Background: an optimization exercise with open tools, aiming at small area and a short achievable clock period. Do not read the settings as production practice.
Function was checked by simulation only, so behaviour that the tests miss may differ from the original.
Power figures rest on the tool's default switching activity, not on a simulated workload.

==> run.sh <==
#!/bin/bash
# synth_recipe.tcl (not shown) runs the flow's synth.tcl, then flattens the netlist and writes it again
# the make line also repeats each setting of config.mk as NAME=value (left out here)
make -C /OpenROAD-flow-scripts/flow DESIGN_CONFIG=/design/flow/config.mk WORK_HOME=/design/flow/orfs CLKGATE_MAP_FILE= SYNTH_SCRIPT=/design/flow/synth_recipe.tcl finish
==> config.mk <==
export PLATFORM = sky130hd
export DESIGN_NAME = top_FFT
export DESIGN_NICKNAME = top_FFT
export VERILOG_FILES = /design/flow/design.v
export SDC_FILE = /design/flow/constraint.sdc
export NUM_CORES = 4
export LEC_CHECK = 0
export CAP_MARGIN = 20
export CORE_MARGIN = 2
export CORE_UTILIZATION = 40
export SLEW_MARGIN = 20
==> constraint.sdc <==
create_clock -name core_clock -period 10.0 [get_ports {clk}]
set_input_delay 2.0000 -clock core_clock [delete_from_list [all_inputs] [get_ports {clk}]]
set_output_delay 2.0000 -clock core_clock [all_outputs]
set_load 0.01 [all_outputs]
==> design.v <==
module counter_4bit(
    input clk, rstn,
    output reg [4-1:0] out
);
    always @ (posedge clk) begin
        if( !rstn) out <= 4'b0;
        else       out <= out + 1;
    end
endmodule
module counter_3bit(
    input clk, rstn,
    output reg [3-1:0] out
);
    always @ (posedge clk) begin
        if( !rstn) out <= 3'b0;
        else       out <= out + 1;
    end
endmodule
module counter_2bit(
    input clk, rstn,
    output reg [2-1:0] out
);
    always @ (posedge clk) begin
        if( !rstn) out <= 2'b0;
        else       out <= out + 1;
    end
endmodule
module Butterfly(
    output [24-1:0] C1, C2,
    input [24-1:0] A, B
);
    assign C1[23:12] = ({A[23], A[23:12]} + {B[23], B[23:12]}) >> 1;
    assign C1[11:0] = ({A[11], A[11:0]} + {B[11], B[11:0]}) >> 1;
    assign C2[23:12] = ({A[23], A[23:12]} - {B[23], B[23:12]}) >> 1;
    assign C2[11:0] = ({A[11], A[11:0]} - {B[11], B[11:0]}) >> 1;
endmodule
module Twiddle_Factor(
    output [24-1:0] out,
    input [24-1:0] C, T
);
    wire signed [12-1:0] Cr, Ci, Tr, Ti;
    assign Cr = C[23:12];
    assign Ci = C[11:0];
    assign Tr = T[23:12];
    assign Ti = T[11:0];
    wire signed [25-1:0] O_r, O_i;
    assign O_r = Cr * Tr - Ci * Ti;  
    assign O_i = Cr * Ti + Ci * Tr;  
    assign out[23:12] = O_r[21:10];
    assign out[11:0] = O_i[21:10];
endmodule
module top_FFT(
    output reg [24-1:0] out,
    input [24-1:0] in,
    input clk, reset
);
    reg [24-1:0] a_0, a_1, a_2, a_3, a_4, a_5, a_6, a_7;
    reg [24-1:0] b_0, b_1, b_2, b_3;
    reg [24-1:0] c_0, c_1;
    reg [24-1:0] d_0;
    reg [24-1:0] in_q0, in_q1, in_q2, in_q3, in_q4;
    reg [24-1:0] stage_out_0, stage_out_1, stage_out_2;
    reg [24-1:0] mux_out1, mux_out2, mux_out3, mux_out4, mux_out5, mux_out6, mux_out7, mux_out8;
    reg enable1, enable1_1, enable2, enable3;
    wire [4-1:0] mux_sel1;
    wire [3-1:0] mux_sel2;
    wire [2-1:0] mux_sel3;
    wire [24-1:0] but_out1, but_out2, but_out3, but_out4, but_out5, but_out6, but_out7, but_out8;
    wire [24-1:0] mul_out1, mul_out2, mul_out3;
    reg [24-1:0] twiddle_0, twiddle_1, twiddle_2;
    always @ (posedge clk) begin
        if (!reset) begin
            enable1 <= 1'b0;
        end else begin
            enable1 <= 1'b1;
        end
    end
    always @ (posedge clk) begin
        if (!reset) begin
            enable1_1 <= 1'b0;
        end else begin
            if (enable1 == 1'b1) 
                enable1_1 <= 1'b1;
        end
    end 
    counter_4bit counter1(.clk(clk), .rstn(enable1_1), .out(mux_sel1));  
    always @ (*) begin
        if ( mux_sel1[3] == 1'b0) begin
            mux_out1 = a_7;
            mux_out2 = in_q1;
            stage_out_0 = mul_out1;
        end else begin
            mux_out1 = but_out1;
            mux_out2 = but_out2;
            stage_out_0 = mux_out1;
        end
    end
    always @ (posedge clk) begin
        if (!reset) begin
            enable2 <= 1'b0;
        end else begin
           if (mux_sel1 == 4'b1000)
                enable2 <= 1'b1;
        end
    end
    counter_3bit counter2(.clk(clk), .rstn(enable2), .out(mux_sel2));
    always @ (*) begin
        if (mux_sel2[2] == 1'b0) begin
            mux_out3 = b_3;
            mux_out4 = in_q2;
            stage_out_1 = mul_out2;
        end else begin
            mux_out3 = but_out3;
            mux_out4 = but_out4;
            stage_out_1 = mux_out3;
        end
    end
    always @ (posedge clk) begin
        if (!reset) begin
            enable3 <= 1'b0;
        end else begin
            if ( mux_sel2 == 3'b100 )
                enable3 <= 1'b1;        
        end
    end
    counter_2bit counter3(.clk(clk), .rstn(enable3), .out(mux_sel3));
    always @ (*) begin
        if (mux_sel3[1] == 1'b0 ) begin
            mux_out5 = c_1;
            mux_out6 = in_q3;
            stage_out_2 = mul_out3;
        end else begin
            mux_out5 = but_out5;
            mux_out6 = but_out6;
            stage_out_2 = mux_out5;
        end
    end
    always @ (*) begin
        if (mux_sel3[0] == 1'b1) begin
            mux_out7 = d_0;
            mux_out8 = in_q4;
        end else begin
            mux_out7 = but_out7;
            mux_out8 = but_out8;
        end
    end
    Butterfly BU1(.C1(but_out1), .C2(but_out2), .A(a_7), .B(in_q1));
    Butterfly BU2(.C1(but_out3), .C2(but_out4), .A(b_3), .B(in_q2));
    Butterfly BU3(.C1(but_out5), .C2(but_out6), .A(c_1), .B(in_q3));
    Butterfly BU4(.C1(but_out7), .C2(but_out8), .A(d_0), .B(in_q4));
    Twiddle_Factor TU1(.out(mul_out1), .C(mux_out1), .T(twiddle_0));
    Twiddle_Factor TU2(.out(mul_out2), .C(mux_out3), .T(twiddle_1));
    Twiddle_Factor TU3(.out(mul_out3), .C(mux_out5), .T(twiddle_2));
    always @ (*) begin
        case (mux_sel1[2:0])
            3'b000: begin
                twiddle_0 = 24'h400000;
            end
            3'b001: begin
                twiddle_0 = 24'h3B2E78;
            end
            3'b010: begin
                twiddle_0 = 24'h2D4D2C;
            end
            3'b011: begin
                twiddle_0 = 24'h188C4E;
            end
            3'b100: begin
                twiddle_0 = 24'h000C00;
            end
            3'b101: begin
                twiddle_0 = 24'hE78C4E;
            end
            3'b110: begin
                twiddle_0 = 24'hD2CD2C;
            end
            3'b111: begin
                twiddle_0 = 24'hC4EE78;
            end
            default: begin
                twiddle_0 = 24'h400000;
            end
        endcase
    end
    always @ (*) begin
        case (mux_sel2[1:0]) 
            2'b00: begin
                twiddle_1 = 24'h400000;
            end
            2'b01: begin
                twiddle_1 = 24'h2D4D2C;
            end
            2'b10: begin
                twiddle_1 = 24'h000C00;
            end
            2'b11: begin
                twiddle_1 = 24'hD2CD2C;
            end
            default: begin
                twiddle_1 = 24'h400000;
            end
        endcase
    end
    always @ (*) begin
        case (mux_sel3[0])
            1'b0: begin
                twiddle_2 = 24'h400000;
            end
            1'b1: begin
                twiddle_2 = 24'h000C00;
            end
            default: begin
                twiddle_2 = 24'h400000;
            end
        endcase
    end
    always @ (posedge clk) begin
        if (!reset) begin
            in_q0 <= 24'b0;
        end else begin
            in_q0 <= in;
        end
    end
    always @ (posedge clk) begin
        if (!reset) begin
            in_q1 <= 24'b0;
        end else begin
            in_q1 <= in_q0;
        end
    end
    always @ (posedge clk) begin
        if (!reset) begin
            in_q2 <= 24'b0;
        end else begin
            in_q2 <= stage_out_0;
        end
    end
    always @ (posedge clk) begin
        if (!reset) begin
            in_q3 <= 24'b0;
        end else begin
            in_q3 <= stage_out_1;
        end
    end
    always @ (posedge clk) begin
        if (!reset) begin
            in_q4 <= 24'b0;
        end else begin
            in_q4 <= stage_out_2;
        end
    end
    always @ (posedge clk) begin
        if (!reset) begin
            a_0 <= 24'b0;
            a_1 <= 24'b0;
            a_2 <= 24'b0;
            a_3 <= 24'b0;
            a_4 <= 24'b0;
            a_5 <= 24'b0;
            a_6 <= 24'b0;
            a_7 <= 24'b0;
        end else begin
            a_0 <= mux_out2;
            a_1 <= a_0;
            a_2 <= a_1;
            a_3 <= a_2;
            a_4 <= a_3;
            a_5 <= a_4;
            a_6 <= a_5;
            a_7 <= a_6;
        end
    end
    always @ (posedge clk) begin
        if (!reset) begin
            b_0 <= 24'b0;
            b_1 <= 24'b0;
            b_2 <= 24'b0;
            b_3 <= 24'b0;
        end else begin
            b_0 <= mux_out4;
            b_1 <= b_0;
            b_2 <= b_1;
            b_3 <= b_2;
        end
    end
    always @ (posedge clk) begin
        if (!reset) begin
            c_0 <= 24'b0;
            c_1 <= 24'b0;
        end else begin
            c_0 <= mux_out6;
            c_1 <= c_0;
        end
    end
    always @ (posedge clk) begin
        if (!reset) begin
            d_0 <= 24'b0;
        end else begin
            d_0 <= mux_out8;
        end
    end
    assign out = mux_out7;
endmodule
==> metrics.csv <==
metric,value,unit
ir_worst_vdd,138,uV
synth_area,58900,um^2
cpMostUsedCell,fa_1,
tightest_slew,1.10,ns
postLayoutCoreUtil,43.5,%
cts.hold.buffers_added,0,
skew,0.0703,ns
leakagePower,31.8,nW
ys.flop_type,dfxtp_1,
async_flop_share,0,%
period_needed,9.45,ns
syn_avg_cell_area,9.04,um^2
drive_gt1_share,3.53,%
cts_resized,0,
first_pass_iters,7,
syn-instance-count,6516,
grt_pass1_vias,43100,
clkLatencyLatePin,0.68,ns
placed_area,61600,um^2
setup_ws,0.548,ns
final_max_slew_viol_count,0,
cellPowerDensity,102,nW/um^2
syn_to_final_growth,7.73,%
num_io_pins,50,
cts_buffer_depth,3,
antenna_left,0,
cap_violations,0,
dieArea,150000,um^2
crit_arrival,10.03,ns
dr.first_iter.drc_count,2102,
htreeDepth,2,
overflow,0,
layout.nets,8114,
vias,41100,
rows,140,
grt_start_max_net_pins,168,
via_per_inst,4.86,
final_design_area_no_fill,63500,um^2
cp_max_fo,9,
track_usage,19.8,%
maxSlewHeadroom,26.8,%
clkTransAtPathRegs,0.08,ns
total_power,0.00650,W
antenna_found_initial,5,
wirelength,146000,um
clock_sinks,510,
path_class,reg -> reg,
setup_viol,0,
coreArea,146000,um^2
cts_buffers,54,
critPathMaxStageDelay,0.59,ns
finalCritPeriodShare,94.5,%
portBuffers,49,
wire_per_inst,17.3,um
slowest_stage,o21ai_1,
finalHoldViolations,0,
yosys_warnings,5,
drc,0,
cts_tree,yes,
required,10.58,ns
cts_root_buf,clkbuf_16,
cp-start-kind,flop,
rsz0062_at_grt,false,
postCtsSetupRepairBufs,0,
dp.final_hpwl,118000,um
cp-end-kind,flop,
fmax,106,MHz
status,finished clean,
gp_congestion,0.894,
tns,0,ns
synth_seq_area_share,17.3,%
start_util,40.4,%
ys_ff_latch,510,
die_w,388,um
grt_pass1_wl,236000,um
synth_edf_count,0,
dieHeight,388,um
synth.distinct_cells,92,
preCtsSetupSlack,0.525,ns
hold_path_class,reg -> reg,
==> worst max-delay path: cells and delay by family (launching register included) <==
| kind | cells | cell delay (ns) |
|---|---|---|
| compound gates | 11 | 3.19 |
| fa+ha+maj | 9 | 4.28 |
| flops | 1 | 0.33 |
| buf+inv | 5 | 0.25 |
| simple gates | 4 | 0.65 |
| xor+xnor | 3 | 0.71 |
==> cells by family (layout without fill, tap and decap cells) <==
| family | Yosys count | count (layout) | share of synthesized area (%) |
|---|---|---|---|
| mux | 32 | 32 | 0.620 |
| compound gates | 709 | 709 | 7.55 |
| flops | 510 | 510 | 17.3 |
| xor+xnor | 271 | 271 | 4.08 |
| simple gates | 1697 | 1697 | 14.7 |
| buf+inv | 1688 | 1695 | 10.8 |
| other cells | 1 | 3 | 0.00637 |
| fa+ha+maj | 1608 | 1608 | 44.9 |
==> cells in the mapped netlist (all sizes together) (18+ instances only) <==
cell / n / share of area, %
a21oi: 257 / 2.2
and2: 570 / 6.1
nand2: 400 / 2.6
nor2: 368 / 2.3
or3: 22 / 0.23
nand3: 42 / 0.36
ha: 761 / 16
mux2i: 18 / 0.33
o21a: 30 / 0.38
a21o: 42 / 0.54
clkbuf: 186 / 1.2
buf: 35 / 0.24
inv: 1464 / 9.3
dfxtp: 510 / 17
fa: 847 / 29
nand2b: 57 / 0.61
or2: 21 / 0.22
xor2: 47 / 0.70
o21ai: 156 / 1.3
a21boi: 23 / 0.29
xnor2: 222 / 3.3
o21bai: 45 / 0.57
a31oi: 21 / 0.25
nor2b: 74 / 0.79
nor3: 59 / 0.50
==> worst paths after layout <==
| path | cells past startpoint | from | to | slack [ns] |
|---|---|---|---|---|
| worst min-delay path | 1 | a_5[9] | a_6[9] | 0.38 |
| worst max-delay path | 32 | a_7[12] | in_q2[11] | 0.55 |
| worst min register to register | 1 | a_5[9] | a_6[9] | 0.38 |
| worst max register to register | 32 | a_7[12] | in_q2[11] | 0.55 |
==> report_power, final <==
part	internal [W]	leakage [nW]	total [W]	switching [W]
clock	0.00121	0.905	0.00210	0.000894
sequential	0.00218	4.15	0.00231	0.000135
combinational	0.000915	26.7	0.00208	0.00117
total	0.00430	31.8	0.00650	0.00220
==> placed cells by master (no fill, tap or decap), types with 17 or more instances in the layout <==
cell type,n
a21boi_0,20
a21o_1,42
a21oi_1,257
a31oi_1,20
and2_1,570
buf_4,78
clkbuf_16,55
clkdlybuf4s50_1,48
dfxtp_1,505
fa_1,847
ha_1,761
inv_1,1457
mux2i_1,17
nand2_1,399
nand2b_1,57
nand3_1,42
nor2_1,368
nor2b_1,74
nor3_1,59
o21a_1,30
o21ai_0,141
o21bai_1,45
or2_2,19
or3_1,22
xnor2_1,222
xor2_1,47
==> per-layer routing <==
layer  routed length [um]  global-route usage [%]  share of wire, %
met1                64200                    26.1                44
met2                69500                    33.6                48
met3                 6600                    2.76               4.5
met4                 5380                    6.28               3.7
met5                   25                       0             0.017
==> through the flow <==
| step | hold slack (ns) | cells |
|---|---|---|
| 6_report | 0.380 | 8442 |
| 5_1_grt | 0.399 | 8441 |
| 4_1_cts | 0.379 | 8441 |
| 3_5_place_dp | 0.417 | 8341 |
| 3_3_place_gp | 0.412 | 8341 |
| 2_1_floorplan | 0.411 | 6517 |
==> area by class of cell <==
cell class | count | area [um^2]
clock buffers | 76 | 1540
fillers | 14400 | 82400
repair buffers | 128 | 1100
clock inverters | 24 | 327
flip-flops and latches | 510 | 10200
well taps | 1917 | 2400
multi-input cells | 4319 | 42400
diodes | 1 | 2.50
inverters | 1467 | 5510

-- static timing again, ports no longer ideal --
How much do the figures lean on ideal ports? The routed layout below was timed once more, with nothing changed but the port constraints.
Step 1: set_driving_cell puts a clkbuf_16 on clk and a buf_2 on each other input, an assumption about the parent block.
Step 2, shift: input delay + t, output delay - t, t = (earliest + latest rising clock arrival at the registers) / 2. This alone moves slack from input paths to output paths.
Slacks: ideal / step 1 / step 2; pairs: ideal / step 1.
t, ns: 0.719
slack for setup (ns): 0.548 / 0.548 / 0.548
clock arrival spread, ns: 0.072 / 0.072
slew at the worst register clock pin (ns): 0.08 / 0.08
worst slew at a driven data input, ns: 0.05
After both steps setup and hold are still met in this run. The setup slack of this run moves by 0.000 ns with the drivers and by 0.000 ns with both steps.
